Background: an optimization exercise with open tools, aiming at small area. Do not read the settings as production practice.
Where RTL was checked, it was by simulation tests only, not by an equivalence proof against the original.
The RTL of runs 2 and 3 was laid out without a check of its function.
The flow treats the clock pin as an ideal source, which a real chip does not have.

## flow/design.v (module list and top-level ports; edited modules follow where they fit)
// module div_by_3: 39 lines
// module maxer: 1796 lines
// module fa: 4 lines
// module ha: 4 lines
module maxer(
    input clk,
    input rst,
    input maxing,
    input [784-1:0] ips_gen_out,
    output reg start_ips_gen,
    output reg next_ips_gen,
    output reg maxer_valid,
    output [24-1:0] threshold
    );
  // ...
==> flow/flow/run.sh <==
#!/bin/bash
# Standard ORFS layout (the standard.sh, unchanged synthesis), with
# - the port buffers made of the smallest buffer cell instead of the default pick,
# - a clock tree of small clock buffers and no dummy loads.
set -euo pipefail
export BUFFER_PORTS_ARGS="-buffer_cell sky130_fd_sc_hd__buf_1"
export CTS_ARGS="-sink_clustering_enable -repair_clock_nets -root_buf sky130_fd_sc_hd__clkbuf_4 -buf_list sky130_fd_sc_hd__clkbuf_4 -dont_use_dummy_load"
bash standard.sh finish > flow_make.log 2>&1
==> flow/standard.sh <==
#!/bin/bash
# synth_recipe.tcl (not shown) runs the flow's synth.tcl, then flattens the netlist and writes it again
# the make line also repeats each setting of config.mk as NAME=value (left out here)
make -C /OpenROAD-flow-scripts/flow DESIGN_CONFIG=/design/flow/config.mk WORK_HOME=/design/flow/orfs CLKGATE_MAP_FILE= SYNTH_SCRIPT=/design/flow/synth_recipe.tcl "${@:-finish}"
==> flow/config.mk <==
export PLATFORM = sky130hd
export DESIGN_NAME = maxer
export DESIGN_NICKNAME = maxer
export VERILOG_FILES = /design/flow/design.v
export SDC_FILE = /design/flow/constraint.sdc
export NUM_CORES = 4
export LEC_CHECK = 0
export CAP_MARGIN = 20
export CORE_AREA = 2 2 418 148
export DIE_AREA = 0 0 420 150
export SLEW_MARGIN = 20
export SYNTH_HIERARCHICAL = 1
==> flow/constraint.sdc <==
create_clock -name core_clock -period 7.0 [get_ports {clk}]
set_input_delay 1.4000 -clock core_clock [delete_from_list [all_inputs] [get_ports {clk}]]
set_output_delay 1.4000 -clock core_clock [all_outputs]
set_load 0.01 [all_outputs]
==> notes.md, run 1 <==
Util after Layout 38.1%; initial DRC count 496; Critical Path Source ips_gen_out[739]; Fin Hold WS 0.356 ns; final hold vios 0; Clock Latency Late Sink 0.47 ns; NumNets Final 3517; Logic inverters 9; ant diodes 7; Die X 420 um; Root Driver clkbuf_4; final cell count without fillers 2691; yosys warns 7; Post-Syn Area 0.0187 mm^2; vias in the first global route 14100; global route overflow 0; outcome finished clean; period utilization 97.4%; Reg2Reg Setup Slack 3.66 ns; CTS Buffer Depth 2; largest family of logic cells by synthesized area adder cells; placed instance count 2675; final instance area 0.0228 mm^2; Post-DP Area 0.0227 mm^2; Slew @ Worst Pin 0.649 ns
==> inputs of run 2 (changes only) <==
--- a/flow/design.v
+++ b/flow/design.v
@@ -93,5 +93,5 @@
   wire s43, c44;
-  fa u_s43 (.a(s35), .b(s37), .c(c30), .s(s43), .co(c44));
+  fa u_s43 (.a(s35), .b(s37), .c(s39), .s(s43), .co(c44));
   wire s45, c46;
-  fa u_s45 (.a(s39), .b(s41), .c(c32), .s(s45), .co(c46));
+  fa u_s45 (.a(c30), .b(s41), .c(c32), .s(s45), .co(c46));
   wire s47, c48;
@@ -154,5 +154,5 @@
   wire s104, c105;
-  fa u_s104 (.a(s96), .b(s98), .c(c91), .s(s104), .co(c105));
+  fa u_s104 (.a(s96), .b(s98), .c(s100), .s(s104), .co(c105));
   wire s106, c107;
-  fa u_s106 (.a(s100), .b(s102), .c(c93), .s(s106), .co(c107));
+  fa u_s106 (.a(c91), .b(s102), .c(c93), .s(s106), .co(c107));
   wire s108, c109;
@@ -215,5 +215,5 @@
   wire s165, c166;
-  fa u_s165 (.a(s157), .b(s159), .c(c152), .s(s165), .co(c166));
+  fa u_s165 (.a(s157), .b(s159), .c(s161), .s(s165), .co(c166));
   wire s167, c168;
-  fa u_s167 (.a(s161), .b(s163), .c(c154), .s(s167), .co(c168));
+  fa u_s167 (.a(c152), .b(s163), .c(c154), .s(s167), .co(c168));
   wire s169, c170;
@@ -276,5 +276,5 @@
   wire s226, c227;
-  fa u_s226 (.a(s218), .b(s220), .c(c213), .s(s226), .co(c227));
+  fa u_s226 (.a(s218), .b(s220), .c(s222), .s(s226), .co(c227));
   wire s228, c229;
-  fa u_s228 (.a(s222), .b(s224), .c(c215), .s(s228), .co(c229));
+  fa u_s228 (.a(c213), .b(s224), .c(c215), .s(s228), .co(c229));
   wire s230, c231;
@@ -337,5 +337,5 @@
   wire s287, c288;
-  fa u_s287 (.a(s279), .b(s281), .c(c274), .s(s287), .co(c288));
+  fa u_s287 (.a(s279), .b(s281), .c(s283), .s(s287), .co(c288));
   wire s289, c290;
-  fa u_s289 (.a(s283), .b(s285), .c(c276), .s(s289), .co(c290));
+  fa u_s289 (.a(c274), .b(s285), .c(c276), .s(s289), .co(c290));
   wire s291, c292;
@@ -398,5 +398,5 @@
   wire s348, c349;
-  fa u_s348 (.a(s340), .b(s342), .c(c335), .s(s348), .co(c349));
+  fa u_s348 (.a(s340), .b(s342), .c(s344), .s(s348), .co(c349));
   wire s350, c351;
-  fa u_s350 (.a(s344), .b(s346), .c(c337), .s(s350), .co(c351));
+  fa u_s350 (.a(c335), .b(s346), .c(c337), .s(s350), .co(c351));
   wire s352, c353;
@@ -459,5 +459,5 @@
   wire s409, c410;
-  fa u_s409 (.a(s401), .b(s403), .c(c396), .s(s409), .co(c410));
+  fa u_s409 (.a(s401), .b(s403), .c(s405), .s(s409), .co(c410));
   wire s411, c412;
-  fa u_s411 (.a(s405), .b(s407), .c(c398), .s(s411), .co(c412));
+  fa u_s411 (.a(c396), .b(s407), .c(c398), .s(s411), .co(c412));
   wire s413, c414;
@@ -520,5 +520,5 @@
   wire s470, c471;
-  fa u_s470 (.a(s462), .b(s464), .c(c457), .s(s470), .co(c471));
+  fa u_s470 (.a(s462), .b(s464), .c(s466), .s(s470), .co(c471));
   wire s472, c473;
-  fa u_s472 (.a(s466), .b(s468), .c(c459), .s(s472), .co(c473));
+  fa u_s472 (.a(c457), .b(s468), .c(c459), .s(s472), .co(c473));
   wire s474, c475;
@@ -581,5 +581,5 @@
   wire s531, c532;
-  fa u_s531 (.a(s523), .b(s525), .c(c518), .s(s531), .co(c532));
+  fa u_s531 (.a(s523), .b(s525), .c(s527), .s(s531), .co(c532));
   wire s533, c534;
-  fa u_s533 (.a(s527), .b(s529), .c(c520), .s(s533), .co(c534));
+  fa u_s533 (.a(c518), .b(s529), .c(c520), .s(s533), .co(c534));
   wire s535, c536;
@@ -642,5 +642,5 @@
   wire s592, c593;
-  fa u_s592 (.a(s584), .b(s586), .c(c579), .s(s592), .co(c593));
+  fa u_s592 (.a(s584), .b(s586), .c(s588), .s(s592), .co(c593));
   wire s594, c595;
-  fa u_s594 (.a(s588), .b(s590), .c(c581), .s(s594), .co(c595));
+  fa u_s594 (.a(c579), .b(s590), .c(c581), .s(s594), .co(c595));
   wire s596, c597;
@@ -703,5 +703,5 @@
   wire s653, c654;
-  fa u_s653 (.a(s645), .b(s647), .c(c640), .s(s653), .co(c654));
+  fa u_s653 (.a(s645), .b(s647), .c(s649), .s(s653), .co(c654));
   wire s655, c656;
-  fa u_s655 (.a(s649), .b(s651), .c(c642), .s(s655), .co(c656));
+  fa u_s655 (.a(c640), .b(s651), .c(c642), .s(s655), .co(c656));
   wire s657, c658;
@@ -764,5 +764,5 @@
   wire s714, c715;
-  fa u_s714 (.a(s706), .b(s708), .c(c701), .s(s714), .co(c715));
+  fa u_s714 (.a(s706), .b(s708), .c(s710), .s(s714), .co(c715));
   wire s716, c717;
-  fa u_s716 (.a(s710), .b(s712), .c(c703), .s(s716), .co(c717));
+  fa u_s716 (.a(c701), .b(s712), .c(c703), .s(s716), .co(c717));
   wire s718, c719;
@@ -825,5 +825,5 @@
   wire s775, c776;
-  fa u_s775 (.a(s767), .b(s769), .c(c762), .s(s775), .co(c776));
+  fa u_s775 (.a(s767), .b(s769), .c(s771), .s(s775), .co(c776));
   wire s777, c778;
-  fa u_s777 (.a(s771), .b(s773), .c(c764), .s(s777), .co(c778));
+  fa u_s777 (.a(c762), .b(s773), .c(c764), .s(s777), .co(c778));
   wire s779, c780;
@@ -886,5 +886,5 @@
   wire s836, c837;
-  fa u_s836 (.a(s828), .b(s830), .c(c823), .s(s836), .co(c837));
+  fa u_s836 (.a(s828), .b(s830), .c(s832), .s(s836), .co(c837));
   wire s838, c839;
-  fa u_s838 (.a(s832), .b(s834), .c(c825), .s(s838), .co(c839));
+  fa u_s838 (.a(c823), .b(s834), .c(c825), .s(s838), .co(c839));
   wire s840, c841;
@@ -947,5 +947,5 @@
   wire s897, c898;
-  fa u_s897 (.a(s889), .b(s891), .c(c884), .s(s897), .co(c898));
+  fa u_s897 (.a(s889), .b(s891), .c(s893), .s(s897), .co(c898));
   wire s899, c900;
-  fa u_s899 (.a(s893), .b(s895), .c(c886), .s(s899), .co(c900));
+  fa u_s899 (.a(c884), .b(s895), .c(c886), .s(s899), .co(c900));
   wire s901, c902;
@@ -1008,5 +1008,5 @@
   wire s958, c959;
-  fa u_s958 (.a(s950), .b(s952), .c(c945), .s(s958), .co(c959));
+  fa u_s958 (.a(s950), .b(s952), .c(s954), .s(s958), .co(c959));
   wire s960, c961;
-  fa u_s960 (.a(s954), .b(s956), .c(c947), .s(s960), .co(c961));
+  fa u_s960 (.a(c945), .b(s956), .c(c947), .s(s960), .co(c961));
   wire s962, c963;
@@ -1069,5 +1069,5 @@
   wire s1019, c1020;
-  fa u_s1019 (.a(s1011), .b(s1013), .c(c1006), .s(s1019), .co(c1020));
+  fa u_s1019 (.a(s1011), .b(s1013), .c(s1015), .s(s1019), .co(c1020));
   wire s1021, c1022;
-  fa u_s1021 (.a(s1015), .b(s1017), .c(c1008), .s(s1021), .co(c1022));
+  fa u_s1021 (.a(c1006), .b(s1017), .c(c1008), .s(s1021), .co(c1022));
   wire s1023, c1024;
@@ -1130,5 +1130,5 @@
   wire s1080, c1081;
-  fa u_s1080 (.a(s1072), .b(s1074), .c(c1067), .s(s1080), .co(c1081));
+  fa u_s1080 (.a(s1072), .b(s1074), .c(s1076), .s(s1080), .co(c1081));
   wire s1082, c1083;
-  fa u_s1082 (.a(s1076), .b(s1078), .c(c1069), .s(s1082), .co(c1083));
+  fa u_s1082 (.a(c1067), .b(s1078), .c(c1069), .s(s1082), .co(c1083));
   wire s1084, c1085;
@@ -1191,5 +1191,5 @@
   wire s1141, c1142;
-  fa u_s1141 (.a(s1133), .b(s1135), .c(c1128), .s(s1141), .co(c1142));
+  fa u_s1141 (.a(s1133), .b(s1135), .c(s1137), .s(s1141), .co(c1142));
   wire s1143, c1144;
-  fa u_s1143 (.a(s1137), .b(s1139), .c(c1130), .s(s1143), .co(c1144));
+  fa u_s1143 (.a(c1128), .b(s1139), .c(c1130), .s(s1143), .co(c1144));
   wire s1145, c1146;
@@ -1252,5 +1252,5 @@
   wire s1202, c1203;
-  fa u_s1202 (.a(s1194), .b(s1196), .c(c1189), .s(s1202), .co(c1203));
+  fa u_s1202 (.a(s1194), .b(s1196), .c(s1198), .s(s1202), .co(c1203));
   wire s1204, c1205;
-  fa u_s1204 (.a(s1198), .b(s1200), .c(c1191), .s(s1204), .co(c1205));
+  fa u_s1204 (.a(c1189), .b(s1200), .c(c1191), .s(s1204), .co(c1205));
   wire s1206, c1207;
@@ -1313,5 +1313,5 @@
   wire s1263, c1264;
-  fa u_s1263 (.a(s1255), .b(s1257), .c(c1250), .s(s1263), .co(c1264));
+  fa u_s1263 (.a(s1255), .b(s1257), .c(s1259), .s(s1263), .co(c1264));
   wire s1265, c1266;
-  fa u_s1265 (.a(s1259), .b(s1261), .c(c1252), .s(s1265), .co(c1266));
+  fa u_s1265 (.a(c1250), .b(s1261), .c(c1252), .s(s1265), .co(c1266));
   wire s1267, c1268;
@@ -1374,5 +1374,5 @@
   wire s1324, c1325;
-  fa u_s1324 (.a(s1316), .b(s1318), .c(c1311), .s(s1324), .co(c1325));
+  fa u_s1324 (.a(s1316), .b(s1318), .c(s1320), .s(s1324), .co(c1325));
   wire s1326, c1327;
-  fa u_s1326 (.a(s1320), .b(s1322), .c(c1313), .s(s1326), .co(c1327));
+  fa u_s1326 (.a(c1311), .b(s1322), .c(c1313), .s(s1326), .co(c1327));
   wire s1328, c1329;
@@ -1435,5 +1435,5 @@
   wire s1385, c1386;
-  fa u_s1385 (.a(s1377), .b(s1379), .c(c1372), .s(s1385), .co(c1386));
+  fa u_s1385 (.a(s1377), .b(s1379), .c(s1381), .s(s1385), .co(c1386));
   wire s1387, c1388;
-  fa u_s1387 (.a(s1381), .b(s1383), .c(c1374), .s(s1387), .co(c1388));
+  fa u_s1387 (.a(c1372), .b(s1383), .c(c1374), .s(s1387), .co(c1388));
   wire s1389, c1390;
@@ -1496,5 +1496,5 @@
   wire s1446, c1447;
-  fa u_s1446 (.a(s1438), .b(s1440), .c(c1433), .s(s1446), .co(c1447));
+  fa u_s1446 (.a(s1438), .b(s1440), .c(s1442), .s(s1446), .co(c1447));
   wire s1448, c1449;
-  fa u_s1448 (.a(s1442), .b(s1444), .c(c1435), .s(s1448), .co(c1449));
+  fa u_s1448 (.a(c1433), .b(s1444), .c(c1435), .s(s1448), .co(c1449));
   wire s1450, c1451;
@@ -1581,5 +1581,5 @@
   wire s1531, c1532;
-  fa u_s1531 (.a(c1496), .b(c1498), .c(c1500), .s(s1531), .co(c1532));
+  fa u_s1531 (.a(c1496), .b(s1509), .c(c1498), .s(s1531), .co(c1532));
   wire s1533, c1534;
-  fa u_s1533 (.a(s1509), .b(s1511), .c(s1513), .s(s1533), .co(c1534));
+  fa u_s1533 (.a(c1500), .b(s1511), .c(s1513), .s(s1533), .co(c1534));
   wire s1535, c1536;
@@ -1621,11 +1621,11 @@
   wire s1571, c1572;
-  fa u_s1571 (.a(c1532), .b(c1534), .c(s1547), .s(s1571), .co(c1572));
+  fa u_s1571 (.a(c1532), .b(s1547), .c(c1534), .s(s1571), .co(c1572));
   wire s1573, c1574;
-  fa u_s1573 (.a(c1536), .b(c1538), .c(s1549), .s(s1573), .co(c1574));
+  fa u_s1573 (.a(s1549), .b(s1551), .c(s1553), .s(s1573), .co(c1574));
   wire s1575, c1576;
-  fa u_s1575 (.a(s1551), .b(s1553), .c(s1555), .s(s1575), .co(c1576));
+  fa u_s1575 (.a(s1555), .b(s1557), .c(s1559), .s(s1575), .co(c1576));
   wire s1577, c1578;
-  fa u_s1577 (.a(s1557), .b(s1559), .c(s1561), .s(s1577), .co(c1578));
+  fa u_s1577 (.a(s1561), .b(s1563), .c(s1565), .s(s1577), .co(c1578));
   wire s1579, c1580;
-  fa u_s1579 (.a(s1563), .b(s1565), .c(s1567), .s(s1579), .co(c1580));
+  fa u_s1579 (.a(c1536), .b(c1538), .c(s1567), .s(s1579), .co(c1580));
   wire s1581, c1582;
@@ -1633,5 +1633,5 @@
   wire s1583, c1584;
-  fa u_s1583 (.a(c1542), .b(s1573), .c(s1575), .s(s1583), .co(c1584));
+  fa u_s1583 (.a(s1573), .b(s1575), .c(s1577), .s(s1583), .co(c1584));
   wire s1585, c1586;
-  fa u_s1585 (.a(s1577), .b(s1579), .c(s1581), .s(s1585), .co(c1586));
+  fa u_s1585 (.a(c1542), .b(s1579), .c(s1581), .s(s1585), .co(c1586));
   wire s1587, c1588;
@@ -1663,17 +1663,17 @@
   wire s1613, c1614;
-  fa u_s1613 (.a(c1570), .b(c1572), .c(c1574), .s(s1613), .co(c1614));
+  fa u_s1613 (.a(c1570), .b(c1572), .c(s1589), .s(s1613), .co(c1614));
   wire s1615, c1616;
-  fa u_s1615 (.a(c1576), .b(c1578), .c(c1580), .s(s1615), .co(c1616));
+  fa u_s1615 (.a(s1591), .b(s1593), .c(s1595), .s(s1615), .co(c1616));
   wire s1617, c1618;
-  fa u_s1617 (.a(s1589), .b(s1591), .c(s1593), .s(s1617), .co(c1618));
+  fa u_s1617 (.a(s1597), .b(s1599), .c(s1601), .s(s1617), .co(c1618));
   wire s1619, c1620;
-  fa u_s1619 (.a(s1595), .b(s1597), .c(s1599), .s(s1619), .co(c1620));
+  fa u_s1619 (.a(s1603), .b(s1605), .c(c1574), .s(s1619), .co(c1620));
   wire s1621, c1622;
-  fa u_s1621 (.a(s1601), .b(s1603), .c(s1605), .s(s1621), .co(c1622));
+  fa u_s1621 (.a(c1576), .b(c1578), .c(s1607), .s(s1621), .co(c1622));
   wire s1623, c1624;
-  fa u_s1623 (.a(s1607), .b(s1609), .c(s1611), .s(s1623), .co(c1624));
+  fa u_s1623 (.a(s1609), .b(s1611), .c(c1580), .s(s1623), .co(c1624));
   wire s1625, c1626;
-  fa u_s1625 (.a(c1582), .b(c1584), .c(s1613), .s(s1625), .co(c1626));
+  fa u_s1625 (.a(c1582), .b(s1613), .c(s1615), .s(s1625), .co(c1626));
   wire s1627, c1628;
-  fa u_s1627 (.a(s1615), .b(s1617), .c(s1619), .s(s1627), .co(c1628));
+  fa u_s1627 (.a(s1617), .b(s1619), .c(c1584), .s(s1627), .co(c1628));
   wire s1629, c1630;
@@ -1711,11 +1711,11 @@
   wire s1661, c1662;
-  fa u_s1661 (.a(c1616), .b(c1618), .c(c1620), .s(s1661), .co(c1662));
+  fa u_s1661 (.a(s1647), .b(c1616), .c(c1618), .s(s1661), .co(c1662));
   wire s1663, c1664;
-  fa u_s1663 (.a(c1622), .b(c1624), .c(s1647), .s(s1663), .co(c1664));
+  fa u_s1663 (.a(c1620), .b(s1649), .c(s1651), .s(s1663), .co(c1664));
   wire s1665, c1666;
-  fa u_s1665 (.a(s1649), .b(s1651), .c(s1653), .s(s1665), .co(c1666));
+  fa u_s1665 (.a(c1622), .b(s1653), .c(c1624), .s(s1665), .co(c1666));
   wire s1667, c1668;
-  fa u_s1667 (.a(s1655), .b(s1657), .c(c1626), .s(s1667), .co(c1668));
+  fa u_s1667 (.a(s1655), .b(s1657), .c(s1659), .s(s1667), .co(c1668));
   wire s1669, c1670;
-  fa u_s1669 (.a(c1628), .b(s1659), .c(s1661), .s(s1669), .co(c1670));
+  fa u_s1669 (.a(c1626), .b(s1661), .c(c1628), .s(s1669), .co(c1670));
   wire s1671, c1672;
@@ -1729,7 +1729,7 @@
   wire s1679, c1680;
-  fa u_s1679 (.a(c1656), .b(c1658), .c(s1671), .s(s1679), .co(c1680));
+  fa u_s1679 (.a(s1671), .b(s1673), .c(c1656), .s(s1679), .co(c1680));
   wire s1681, c1682;
-  fa u_s1681 (.a(s1673), .b(c1660), .c(c1662), .s(s1681), .co(c1682));
+  fa u_s1681 (.a(c1658), .b(c1660), .c(s1675), .s(s1681), .co(c1682));
   wire s1683, c1684;
-  fa u_s1683 (.a(c1664), .b(c1666), .c(s1675), .s(s1683), .co(c1684));
+  fa u_s1683 (.a(c1662), .b(c1664), .c(s1677), .s(s1683), .co(c1684));
   wire s1685, c1686;
@@ -1762,3 +1762,3 @@
   wire r1_1711 = r1[24];
-  always @(posedge clk) r1 <= {c1686, s1685, c1684, c1682, c1680, c1678, s1683, s1681, c1670, c1668, s1679, s1677, s1669, s1667, c1630, s1665, s1663, s1629, c1588, s1627, s1625, s1587, s1543, s1501, s1499};
+  always @(posedge clk) r1 <= {c1686, c1684, s1685, c1682, c1680, c1678, s1683, c1670, s1681, c1668, s1679, c1666, s1669, s1667, c1630, s1665, s1663, s1629, c1588, s1627, s1625, s1587, s1543, s1501, s1499};
   wire c1712 = r1_1687 & r1_1688;
@@ -1790,5 +1790,5 @@
   wire s1738, c1739;
-  fa u_s1738 (.a(c1729), .b(s1734), .c(c1731), .s(s1738), .co(c1739));
+  fa u_s1738 (.a(c1729), .b(s1734), .c(s1736), .s(s1738), .co(c1739));
   wire s1740, c1741;
-  fa u_s1740 (.a(s1736), .b(s1738), .c(c1733), .s(s1740), .co(c1741));
+  fa u_s1740 (.a(c1731), .b(s1738), .c(c1733), .s(s1740), .co(c1741));
   wire s1742, c1743;
==> flow/flow/run.sh (replaced) <==
#!/bin/bash
# Standard ORFS layout (the standard.sh, unchanged synthesis), with
# - the port buffers made of the smallest buffer cell instead of the default pick,
# - a clock tree of mid-size clock buffers and no dummy loads.
set -euo pipefail
export BUFFER_PORTS_ARGS="-buffer_cell sky130_fd_sc_hd__buf_1"
export CTS_ARGS="-sink_clustering_enable -sink_clustering_size 10 -sink_clustering_max_diameter 60 -repair_clock_nets -root_buf sky130_fd_sc_hd__clkbuf_8 -buf_list sky130_fd_sc_hd__clkbuf_8 -dont_use_dummy_load"
bash standard.sh finish > flow_make.log 2>&1
--- a/flow/config.mk
+++ b/flow/config.mk
@@ -8,4 +8,4 @@
 export CAP_MARGIN = 20
-export CORE_AREA = 2 2 418 148
-export DIE_AREA = 0 0 420 150
+export CORE_MARGIN = 2
+export CORE_UTILIZATION = 22
 export SLEW_MARGIN = 20
==> run 2 against run 1 <==
Effect of this change:
- still clean
- clock skew fell by 0.021 ns
- synthesized cell count is the same
- routed wire length is 7.8% higher
- critical endpoint unchanged
- highest routed layer is now met4
==> notes.md, run 2 <==
post-place setup slack -0.131 ns (was -0.286 ns); Placer Congestion 0.949 (was 1.00); Cells after Synth 1055 (unchanged); WS Path Type in -> reg (unchanged); Die ar. 0.0875 mm^2 (was 0.0630 mm^2); Fin Hold WS 0.326 ns (was 0.356 ns); CTS Buffer Depth 2 (unchanged); CP Data Required Time 7.20 ns (was 7.34 ns); Post-Syn Area 0.0187 mm^2 (unchanged); post-synth cell types 35 (unchanged); clock skew 0.0157 ns (was 0.0367 ns); RSZ-0062 raised after global routing no (unchanged); Reg2Reg Setup Slack 3.78 ns (was 3.66 ns); Worst-path clk slew 0.05 ns (was 0.10 ns); Final min period 6.73 ns (was 6.82 ns); synthesis-to-finish area growth 23.8% (was 21.8%); Relative slew margins 55.6% (was 56.7%); Final setup viols 0 (unchanged); Top reg by flops r1 (unchanged); Avg Vias per Cell 3.88 (was 4.32); NumNets Final 3513 (was 3517); initial antenna violation count 5 (was 14); H-tree depth 3 (unchanged); Final WS setup 0.266 ns (was 0.179 ns); EDFF count, synth 8 (unchanged); post-synth top area share 81.4% (unchanged); 1st-pass router iterations 7 (was 5); max cap viols 0 (unchanged); DRC viols 0 (unchanged); Synth area leader fa_1 (unchanged); Reg2Reg Depth 7 (unchanged); Hold WC Path Type reg -> reg (unchanged); Post-DRT Antenna Nets 0 (unchanged); Synth Register Bits 58 (unchanged); layout cells sized above 1 0.863% (was 1.08%); final instance area 0.0232 mm^2 (was 0.0228 mm^2); worst reg2reg startpoint r1[4] (unchanged); IO buf count 797 (unchanged); yosys warns 7 (unchanged); outcome finished clean (unchanged); Vias 11700 (was 11600); period utilization 96.2% (was 97.4%); crit-path max FO 1 (unchanged); global route overflow 0 (unchanged); final WL 65700 um (was 61000 um); max reg flops 25 (unchanged); number of placement rows 107 (was 53); Min-Delay Startpoint tq2[3] (was tq2[7]); post-CTS sizing 0 (unchanged); data arrival time of the critical path 6.94 ns (was 7.16 ns); Filler cells 8812 (was 5821); die height 296 um (was 150 um); most frequent cells after synthesis 762 x fa_1, 107 x ha_1, 41 x dfxtp_1 (unchanged); Die X 296 um (was 420 um); Min-Delay Path Depth 0 (unchanged); Post-synth ARST share 15.5% (unchanged); TritonCTS clock tree built (unchanged); most frequent cells in the layout 797 x buf_1, 762 x fa_1, 107 x ha_1, 41 x dfxtp_1, 26 x xor2_1 (unchanged); largest net degree at the start of global routing 18 (unchanged); # IOs 814 (unchanged); CTS sink cnt 58 (unchanged); Post-DP Area 0.0231 mm^2 (was 0.0227 mm^2); cts hold-fix bufs 0 (unchanged); crit start category input port (unchanged); Clock Latency Late Sink 0.34 ns (was 0.47 ns); Slew @ Worst Pin 0.667 ns (was 0.649 ns); Max Clk Rate 149 MHz (was 147 MHz); post-CTS setup buffers 0 (unchanged); placed instance count 2990 (was 2675); reg-to-reg endpoint tq2[6] (unchanged); HPWL after detailed placement 65400 um (was 60700 um); GRT Total Usage 15.1% (was 20.0%); CP Capture Type register (unchanged); first-pass GRT wire length 92500 um (was 89000 um); Synth area leaders fa_1 81%, ha_1 7.1%, dfxtp_1 4.4% (unchanged); final cell count without fillers 3004 (was 2691); vias in the first global route 14300 (was 14100); initial DRC count 342 (was 496); syn avg cell area 17.8 um^2 (unchanged); register area share after synthesis 6.87% (unchanged); Core Footprint 0.0847 mm^2 (was 0.0599 mm^2); Root Driver clkbuf_8 (was clkbuf_4); Slew Viols, Final 0 (unchanged); commonest non-fill, non-tap cell in the layout buf_1 (unchanged); prevailing post-synth register cell dfxtp_1 (unchanged); Hold Crit Endpoint tq3[3] (was tq3[7]); initial core utilization 22.1% (was 31.3%); Avg WL per Cell 21.9 um (was 22.7 um); most common cell in the netlist fa_1 (unchanged); final hold vios 0 (unchanged); clock buffer count from CTS 9 (unchanged)
[run 2: worst max-delay path: stages]
cell and delay (ns):
buf_1 0.09, fa_1 0.61, fa_1 0.48, fa_1 0.50, ha_1 0.20, fa_1 0.38, fa_1 0.39, fa_1 0.45
ha_1 0.35, fa_1 0.47, fa_1 0.59, fa_1 0.60, fa_1 0.43
[run 2: worst max-delay path by stage]
stage                startpoint     end  cells past startpoint
3_3_place_gp    ips_gen_out[49]  r1[12]                     13
2_1_floorplan   ips_gen_out[35]  r1[12]                     12
3_5_place_dp   ips_gen_out[611]  r1[18]                     13
6_report        ips_gen_out[96]  r1[12]                     13
5_1_grt        ips_gen_out[453]  r1[12]                     13
4_1_cts        ips_gen_out[611]  r1[18]                     13
[run 2: kinds of logic after synthesis]
logic type      count (synthesis)  share of synthesized area, %
fa+ha+maj                     869                          88.6
other cells                     1                        0.0200
xor+xnor                       29                          1.36
compound gates                 21                         0.675
buf+inv                        34                          1.16
simple gates                   43                          1.34
flops                          58                          6.87
[run 2: routing by layer]
metal | share of wire (%) | vias up | track usage (%) | wire, um
met5 | 0 | - | 0 | 0
li1 | - | 4890 | - | -
met3 | 5.2 | 27 | 2.14 | 3450
met1 | 40 | 6311 | 19.3 | 26200
met2 | 54 | 428 | 27.6 | 35500
met4 | 0.91 | 0 | 1.56 | 598
[run 2: layout make-up]
type | instances | area, um^2 | area share [%]
clock buffers | 9 | 124 | 0.534
inverters | 9 | 33.8 | 0.146
diodes | 5 | 12.5 | 0.0539
well taps | 1144 | 1430 | 6.17
repair buffers | 801 | 3020 | 13.0
multi-input cells | 978 | 17300 | 74.5
flip-flops and latches | 58 | 1290 | 5.54
[run 2: per-module statistics from Yosys, one instance, submodules excluded]
module    cells inside  flip-flops and latches  times used  area, um^2
maxer              165                      58           1        2010
ha                   1                       0         102        12.5
fa                   1                       0         762        20.0
div_by_3            26                       0           1         190
[run 2: per-stage QoR]
| stage | setup TNS, ns | utilization [%] |
|---|---|---|
| final | 0 | 27.4 |
| after global placement | -0.0913 | 27.2 |
| after floorplan | 0 | - |
| after detailed placement | -0.383 | 27.2 |
| after global routing | 0 | 27.4 |
| after CTS | 0 | 27.4 |
==> inputs of run 3 (changes only) <==
==> flow/flow/run.sh (replaced) <==
#!/bin/bash
# Standard ORFS layout (the standard.sh, unchanged synthesis), with
# - the port buffers made of the smallest buffer cell instead of the default pick,
set -euo pipefail
export BUFFER_PORTS_ARGS="-buffer_cell sky130_fd_sc_hd__buf_1"
L=orfs/logs/sky130hd/maxer/base

bash standard.sh place > make_place.log 2>&1
for buf in clkbuf_4 clkbuf_8 clkbuf_16; do
  export CTS_ARGS="-sink_clustering_enable -repair_clock_nets -root_buf sky130_fd_sc_hd__$buf -buf_list sky130_fd_sc_hd__$buf -dont_use_dummy_load"
  bash standard.sh cts > make_cts_$buf.log 2>&1
  openroad -no_init -exit flow/clk_slew.tcl > clk_slew_$buf.log 2>&1
  slew=$(awk '/^CLK_SLEW_PS/ {print $2}' clk_slew_$buf.log)
  echo "clock buffers $buf: worst flip-flop clock slew ${slew} ps"
  if awk -v s="$slew" 'BEGIN { exit !(s != "" && s <= 110) }'; then break; fi
  cp $L/4_1_cts.log cts_$buf.log || true
  bash standard.sh clean_cts > make_clean_cts_$buf.log 2>&1
done
bash standard.sh finish > make_finish.log 2>&1
==> flow/flow/clk_slew.tcl (new file) <==
# Worst slew at the flip-flop clock pins of the clock tree just built.
set P $::env(FLOW_HOME)/platforms/sky130hd
read_liberty $P/lib/sky130_fd_sc_hd__tt_025C_1v80.lib
read_db orfs/results/sky130hd/maxer/base/4_cts.odb
read_sdc orfs/results/sky130hd/maxer/base/4_cts.sdc
source $P/setRC.tcl
set_propagated_clock [all_clocks]
estimate_parasitics -placement
set mx 0
foreach p [get_pins -hierarchical */CLK] {
  set s [get_property $p slew_max]
  if { $s > $mx } { set mx $s }
}
puts "CLK_SLEW_PS [expr { $mx * 1000.0 }]"
==> run 3 against run 2 <==
Effect of this change:
- still clean
- die area did not move
- synthesized cell count is the same
- fmax stayed put
- sequential share of layout area is the same
==> notes.md, run 3 <==
Final min period 6.73 ns (unchanged); prevailing post-synth register cell dfxtp_1 (unchanged); Critical Path Source ips_gen_out[96] (unchanged); Worst-path clk slew 0.05 ns (about the same); Final setup viols 0 (unchanged); DRC viols 0 (unchanged); H-tree depth 3 (unchanged); Relative slew margins 55.6% (unchanged); register area 0.00129 mm^2 (unchanged); CP Data Required Time 7.20 ns (about the same); syn avg cell area 17.8 um^2 (unchanged); layout cells sized above 1 0.863% (unchanged); clock buffer count from CTS 9 (unchanged); HPWL after detailed placement 65400 um (unchanged); CP Capture Type register (unchanged); Filler cells 8812 (unchanged); Final WS setup 0.266 ns (unchanged); Synth area leaders fa_1 81%, ha_1 7.1%, dfxtp_1 4.4% (unchanged); initial core utilization 22.1% (unchanged); Cells after Synth 1055 (unchanged); RSZ-0062 raised after global routing no (unchanged); Post-Syn Area 0.0187 mm^2 (unchanged); GRT Total Usage 15.1% (unchanged); data arrival time of the critical path 6.94 ns (about the same); Synth area leader fa_1 (unchanged); Core Footprint 0.0847 mm^2 (unchanged); IO buf count 797 (unchanged); Fin Hold WS 0.326 ns (unchanged); 1st-pass router iterations 7 (unchanged); Top reg by flops r1 (unchanged); reg-to-reg endpoint tq2[6] (unchanged); Post-synth ARST share 15.5% (unchanged); outcome finished clean (unchanged); largest net degree at the start of global routing 18 (unchanged); max cap viols 0 (unchanged); worst reg2reg startpoint r1[4] (unchanged); placed instance count 2990 (unchanged); CTS Buffer Depth 2 (unchanged); Die X 296 um (unchanged); EDFF count, synth 8 (unchanged); register area share after synthesis 6.87% (unchanged); max reg flops 25 (unchanged); Reg2Reg Setup Slack 3.78 ns (about the same); Max Clk Rate 149 MHz (unchanged); most common cell in the netlist fa_1 (unchanged); post-synth top area share 81.4% (unchanged); period utilization 96.2% (unchanged); Vias 11700 (unchanged); die height 296 um (unchanged); Clock Latency Late Sink 0.34 ns (about the same); Hold WC Path Type reg -> reg (unchanged); Slew @ Worst Pin 0.667 ns (unchanged); yosys warns 7 (unchanged); Die ar. 0.0875 mm^2 (unchanged); Post-DP Area 0.0231 mm^2 (unchanged); first-pass GRT wire length 92500 um (unchanged); number of placement rows 107 (unchanged); most frequent cells after synthesis 762 x fa_1, 107 x ha_1, 41 x dfxtp_1 (unchanged); final hold vios 0 (unchanged); global route overflow 0 (unchanged); WS Path Type in -> reg (unchanged); CTS sink cnt 58 (unchanged); synthesis-to-finish area growth 23.8% (unchanged); crit start category input port (unchanged); Avg Vias per Cell 3.88 (unchanged); Post-DRT Antenna Nets 0 (unchanged); initial DRC count 342 (unchanged); final WL 65700 um (unchanged); initial antenna violation count 5 (unchanged); post-place setup slack -0.131 ns (unchanged); Root Driver clkbuf_8 (unchanged); most frequent cells in the layout 797 x buf_1, 762 x fa_1, 107 x ha_1, 41 x dfxtp_1, 26 x xor2_1 (unchanged); NumNets Final 3513 (unchanged); final instance area 0.0232 mm^2 (unchanged); Placer Congestion 0.949 (unchanged); post-CTS sizing 0 (unchanged); Util after Layout 27.4% (unchanged); # IOs 814 (unchanged); clock skew 0.0157 ns (unchanged); commonest non-fill, non-tap cell in the layout buf_1 (unchanged); vias in the first global route 14300 (unchanged); cts hold-fix bufs 0 (unchanged); post-CTS setup buffers 0 (unchanged); crit-path max FO 1 (unchanged); post-synth cell types 35 (unchanged); Synth Register Bits 58 (unchanged); Slew Viols, Final 0 (unchanged); Min-Delay Path Depth 0 (unchanged); final cell count without fillers 3004 (unchanged); CP Capture Point r1[12] (unchanged); Reg2Reg Depth 7 (unchanged); TritonCTS clock tree built (unchanged); area of the multi-input gates 0.0173 mm^2 (unchanged); Avg WL per Cell 21.9 um (unchanged)
-- run 3: final cells by class --
type	count	share of cell area [%]
Multi-Input combinational cell	978	74.5
Inverter	9	0.146
Antenna cell	5	0.0539
Timing Repair Buffer	801	13.0
Sequential cell	58	5.54
Tap cell	1144	6.17
Clock buffer	9	0.534
-- run 3: per-module statistics from Yosys (local to each module, per instance) --
| module | flops+latches | copies in the design | cells inside | area, um^2 |
|---|---|---|---|---|
| ha | 0 | 102 | 1 | 12.5 |
| fa | 0 | 762 | 1 | 20.0 |
| div_by_3 | 0 | 1 | 26 | 190 |
| maxer | 58 | 1 | 165 | 2010 |
-- run 3: worst min path at each step --
stage | startpoint | endpoint | slack [ns]
finish | tq2[3] | tq3[3] | 0.33
CTS | tq2[6] | tq3[6] | 0.33
global placement | tq2[1] | tq3[1] | 0.31
global route | tq2[3] | tq3[3] | 0.33
floorplan | tq2[0] | tq3[0] | 0.31
detailed placement | tq2[3] | tq3[3] | 0.31
-- run 3: cells by family (layout without fill, tap and decap cells) --
family	Yosys count	in the layout	synth area share, %
fa+ha+maj	869	869	88.6
flops	58	58	6.87
simple gates	43	43	1.34
buf+inv	34	819	1.16
xor+xnor	29	29	1.36
compound gates	21	21	0.675
other cells	1	21	0.0200
-- run 3: per-stage QoR --
step | TNS, ns
floorplan | 0
global placement | -0.0913
detailed placement | -0.383
CTS | 0
global route | 0
finish | 0
-- run 3: routing by layer --
metal	share of wire [%]	GRT usage (%)	wire, um	up-vias
li1	-	-	-	4890
met1	40	19.3	26200	6311
met2	54	27.6	35500	428
met3	5.2	2.14	3450	27
met4	0.91	1.56	598	0
met5	0	0	0	-
-- run 3: worst max-delay path, cell delays in order --
cell and delay, ns:
buf_1 0.09, fa_1 0.61, fa_1 0.48, fa_1 0.50, ha_1 0.20, fa_1 0.38
fa_1 0.39, fa_1 0.45, ha_1 0.35, fa_1 0.47, fa_1 0.59, fa_1 0.60
fa_1 0.43
==> module div_by_3, before the edit <==
module div_by_3(
    input  [7:0] p,
    output [24-1:0] op
    );
  wire s1748, c1749;
  fa u_s1748 (.a(p[0]), .b(p[2]), .c(p[4]), .s(s1748), .co(c1749));
  wire s1750, c1751;
  fa u_s1750 (.a(p[6]), .b(p[7]), .c(s1748), .s(s1750), .co(c1751));
  wire s1752, c1753;
  fa u_s1752 (.a(p[1]), .b(p[3]), .c(p[5]), .s(s1752), .co(c1753));
  wire s1754, c1755;
  fa u_s1754 (.a(p[7]), .b(c1749), .c(s1752), .s(s1754), .co(c1755));
  wire s1756, c1757;
  ha u_s1756 (.a(c1751), .b(s1754), .s(s1756), .co(c1757));
  wire s1758, c1759;
  fa u_s1758 (.a(p[2]), .b(p[4]), .c(p[6]), .s(s1758), .co(c1759));
  wire s1760, c1761;
  fa u_s1760 (.a(c1753), .b(s1758), .c(c1755), .s(s1760), .co(c1761));
  wire s1762, c1763;
  ha u_s1762 (.a(c1757), .b(s1760), .s(s1762), .co(c1763));
  wire s1764, c1765;
  fa u_s1764 (.a(p[3]), .b(p[5]), .c(p[7]), .s(s1764), .co(c1765));
  wire s1766, c1767;
  fa u_s1766 (.a(c1759), .b(s1764), .c(c1761), .s(s1766), .co(c1767));
  wire s1768, c1769;
  ha u_s1768 (.a(c1763), .b(s1766), .s(s1768), .co(c1769));
  wire s1770, c1771;
  fa u_s1770 (.a(p[4]), .b(p[6]), .c(c1765), .s(s1770), .co(c1771));
  wire s1772, c1773;
  fa u_s1772 (.a(s1770), .b(c1767), .c(c1769), .s(s1772), .co(c1773));
  wire s1774, c1775;
  fa u_s1774 (.a(p[5]), .b(p[7]), .c(c1771), .s(s1774), .co(c1775));
  wire s1776, c1777;
  ha u_s1776 (.a(s1774), .b(c1773), .s(s1776), .co(c1777));
  wire s1778, c1779;
  fa u_s1778 (.a(p[6]), .b(c1775), .c(c1777), .s(s1778), .co(c1779));
  wire x1780 = p[7] | c1779;
  assign op = {{(24-8){1'b0}}, x1780, s1778, s1776, s1772, s1768, s1762, s1756, s1750};
endmodule
==> inputs of run 4 (changes only) <==
--- a/flow/design.v
+++ b/flow/design.v
@@ -5,2 +5,3 @@
     );
+  wire m67 = p[7] | p[6];
   wire s1748, c1749;
@@ -8,3 +9,3 @@
   wire s1750, c1751;
-  fa u_s1750 (.a(p[6]), .b(p[7]), .c(s1748), .s(s1750), .co(c1751));
+  ha u_s1750 (.a(m67), .b(s1748), .s(s1750), .co(c1751));
   wire s1752, c1753;
--- a/flow/flow/run.sh
+++ b/flow/flow/run.sh
@@ -14,3 +14,3 @@
   echo "clock buffers $buf: worst flip-flop clock slew ${slew} ps"
-  if awk -v s="$slew" 'BEGIN { exit !(s != "" && s <= 110) }'; then break; fi
+  if awk -v s="$slew" 'BEGIN { exit !(s != "" && s <= 120) }'; then break; fi
   cp $L/4_1_cts.log cts_$buf.log || true
==> run 4 against run 3 <==
Effect of this change:
- critical path type unchanged
- still clean
- largest cell class unchanged
- worst setup slack improved by 0.070 ns
- synthesized area about the same
- final area decreased by 0.23%
==> notes.md, run 4 <==
Placer Congestion 1.01 (was 0.949); cts hold-fix bufs 0 (unchanged); met2 wire len 34900 um (was 35500 um); Util after Layout 27.3% (was 27.4%); CTS sink cnt 58 (unchanged); final cell count without fillers 3013 (was 3004); commonest non-fill, non-tap cell in the layout buf_1 (unchanged); prevailing post-synth register cell dfxtp_1 (unchanged); Min-Delay Path Depth 0 (unchanged); Die X 296 um (about the same); Final WS setup 0.337 ns (was 0.266 ns); post-synth top area share 81.3% (was 81.4%); max cap viols 0 (unchanged); post-CTS sizing 0 (unchanged); max reg flops 25 (unchanged); Max Clk Rate 150 MHz (was 149 MHz); Root Driver clkbuf_4 (was clkbuf_8); final WL 65600 um (was 65700 um); synthesis-to-finish area growth 23.6% (was 23.8%); DRC viols 0 (unchanged); clock buffer count from CTS 9 (unchanged); syn avg cell area 17.7 um^2 (was 17.8 um^2); Reg2Reg Depth 7 (unchanged); Relative slew margins 57.1% (was 55.6%); CTS Buffer Depth 2 (unchanged); RSZ-0062 raised after global routing no (unchanged); Avg Vias per Cell 3.86 (was 3.88); Synth area leader fa_1 (unchanged); register area share after synthesis 6.87% (about the same); period utilization 95.2% (was 96.2%); IO buf count 797 (unchanged); placed instance count 2988 (was 2990); Post-synth ARST share 15.5% (unchanged); CP Data Required Time 7.29 ns (was 7.20 ns); initial core utilization 22.1% (about the same); die height 296 um (about the same); clock skew 0.0393 ns (was 0.0157 ns); number of placement rows 107 (unchanged); outcome finished clean (unchanged); largest net degree at the start of global routing 18 (unchanged); NumNets Final 3511 (was 3513); Post-Syn Area 0.0187 mm^2 (about the same); initial DRC count 381 (was 342); Post-DRT Antenna Nets 0 (unchanged); register area 0.00129 mm^2 (unchanged); Filler cells 8869 (was 8812); # IOs 814 (unchanged); crit start category input port (unchanged); EDFF count, synth 8 (unchanged); Slew @ Worst Pin 0.643 ns (was 0.667 ns); Vias 11600 (was 11700); post-CTS setup buffers 0 (unchanged); crit-path max FO 1 (unchanged); HPWL after detailed placement 65300 um (was 65400 um); yosys warns 7 (unchanged); Cells after Synth 1056 (was 1055); Clock Latency Late Sink 0.42 ns (was 0.34 ns); post-place setup slack -0.107 ns (was -0.131 ns); metal1 wirelength 25600 um (was 26200 um); Worst-path clk slew 0.09 ns (was 0.05 ns); Synth Register Bits 58 (unchanged); Final setup viols 0 (unchanged); most frequent cells in the layout 797 x buf_1, 761 x fa_1, 108 x ha_1, 41 x dfxtp_1, 26 x xor2_1 (was 797 x buf_1, 762 x fa_1, 107 x ha_1, 41 x dfxtp_1, 26 x xor2_1); GRT Total Usage 15.1% (about the same); most common cell in the netlist fa_1 (unchanged); Die ar. 0.0875 mm^2 (about the same); global route overflow 0 (unchanged); Slew Viols, Final 0 (unchanged); met3 WL post-DR 4190 um (was 3450 um); CP Capture Type register (unchanged); Final min period 6.66 ns (was 6.73 ns); initial antenna violation count 18 (was 5); WS Path Type in -> reg (unchanged); 1st-pass router iterations 4 (was 7); final instance area 0.0231 mm^2 (was 0.0232 mm^2); Synth area leaders fa_1 81%, ha_1 7.2%, dfxtp_1 4.4% (was fa_1 81%, ha_1 7.1%, dfxtp_1 4.4%); area of the multi-input gates 0.0173 mm^2 (about the same); Core Footprint 0.0847 mm^2 (unchanged); layout cells sized above 1 0.702% (was 0.863%); vias in the first global route 14300 (about the same); data arrival time of the critical path 6.95 ns (was 6.94 ns); Hold WC Path Type reg -> reg (unchanged); top layer in use met5 (was met4); first-pass GRT wire length 92900 um (was 92500 um); Top reg by flops r1 (unchanged); final hold vios 0 (unchanged); TritonCTS clock tree built (unchanged); H-tree depth 3 (unchanged); Avg WL per Cell 21.8 um (was 21.9 um); Post-DP Area 0.0230 mm^2 (was 0.0231 mm^2); post-synth cell types 35 (unchanged); most frequent cells after synthesis 761 x fa_1, 108 x ha_1, 41 x dfxtp_1 (was 762 x fa_1, 107 x ha_1, 41 x dfxtp_1)
==> run 4: changes by cell type after synthesis, sizes merged <==
cell / previous run / this run
fa: 762 / 761
or2: 1 / 2
ha: 107 / 108
==> run 4: area by class of cell <==
type                    count  area share, %
multi-input cells         979           74.7
repair buffers            798           13.0
well taps                1144           6.18
flip-flops and latches     58           5.56
clock buffers               9          0.292
diodes                     16          0.173
inverters                   9          0.146
==> run 4: per-stage QoR <==
stage | hold slack (ns) | TNS, ns
after floorplan | 0.310 | 0
after global placement | 0.314 | -0.0973
after detailed placement | 0.314 | -0.271
after CTS | 0.335 | 0
after global routing | 0.334 | 0
final | 0.327 | 0
==> run 4: Yosys stat by module (local to each module, per instance) <==
module,cell area [um^2],flip-flops and latches,times used
div_by_3,196,0,1
fa,20.0,0,761
ha,12.5,0,103
maxer,2010,58,1
==> run 4: path summary, 6_finish.rpt <==
kind | from | slack (ns) | endpoint
worst min register to register | tq2[1] | 0.33 | tq3[1]
worst min-delay path | tq2[1] | 0.33 | tq3[1]
min in group asynchronous | rst | 0.93 | m
worst max-delay path | ips_gen_out[416] | 0.34 | r1[12]
worst max register to register | r1[4] | 3.84 | tq2[6]
max in group asynchronous | rst | 5.78 | c[1]
==> run 4: critical path, cell delays in order <==
cell and delay (ns):
buf_1 0.10, fa_1 0.67, fa_1 0.49, fa_1 0.54
ha_1 0.21, fa_1 0.39, fa_1 0.39, fa_1 0.45
ha_1 0.32, fa_1 0.64, fa_1 0.47, fa_1 0.45
fa_1 0.43
==> run 4: cells by family after synthesis <==
kind of cell / count (synthesis) / share of synthesized area (%)
AO/OA/AOI/OAI: 21 / 0.675
AND/OR/NAND/NOR: 44 / 1.37
buffers and inverters: 34 / 1.16
adder cells (fa/ha/maj): 869 / 88.6
other: 1 / 0.0200
XOR/XNOR: 29 / 1.36
flip-flops: 58 / 6.87
==> run 4: per-layer routing <==
layer  vias up  GRT usage [%]
li1       4908              -
met1      6233           18.9
met2       440           27.3
met3        41           2.97
met4         8           2.17
met5         -          0.831

## afterwards: timing with drivers on the ports
No port has a modelled driver above. Below, the same layouts with a new extraction and two added sets of constraints.
Step 1 sets driving cells, clkbuf_16 on the clock port and buf_2 on the other inputs (assumed; they add their load-dependent delay and slew).
Step 2 moves the port delays by t, midway between the first and last clock arrival at a register: inputs arrive t later, outputs are due t later. That takes back most of the time a late clock gives input paths.
a / b / c = ideal ports / drivers / drivers and shift; a / b = the first two.
run	shift t [ns]	setup WS [ns]	latest minus earliest clock arrival (ns)
run 1	0.499	0.179 / 0.200 / -0.299	0.038 / 0.038
run 2	0.371	0.266 / 0.279 / -0.092	0.020 / 0.020
run 3	0.371	0.266 / 0.279 / -0.092	0.020 / 0.020
run 4	0.442	0.337 / 0.355 / -0.087	0.045 / 0.045
With both steps, setup timing fails in every run listed, where it was met with ideal ports. The setup slack of run 1, which loses most, moves by +0.021 ns with the drivers and by -0.478 ns with both steps.
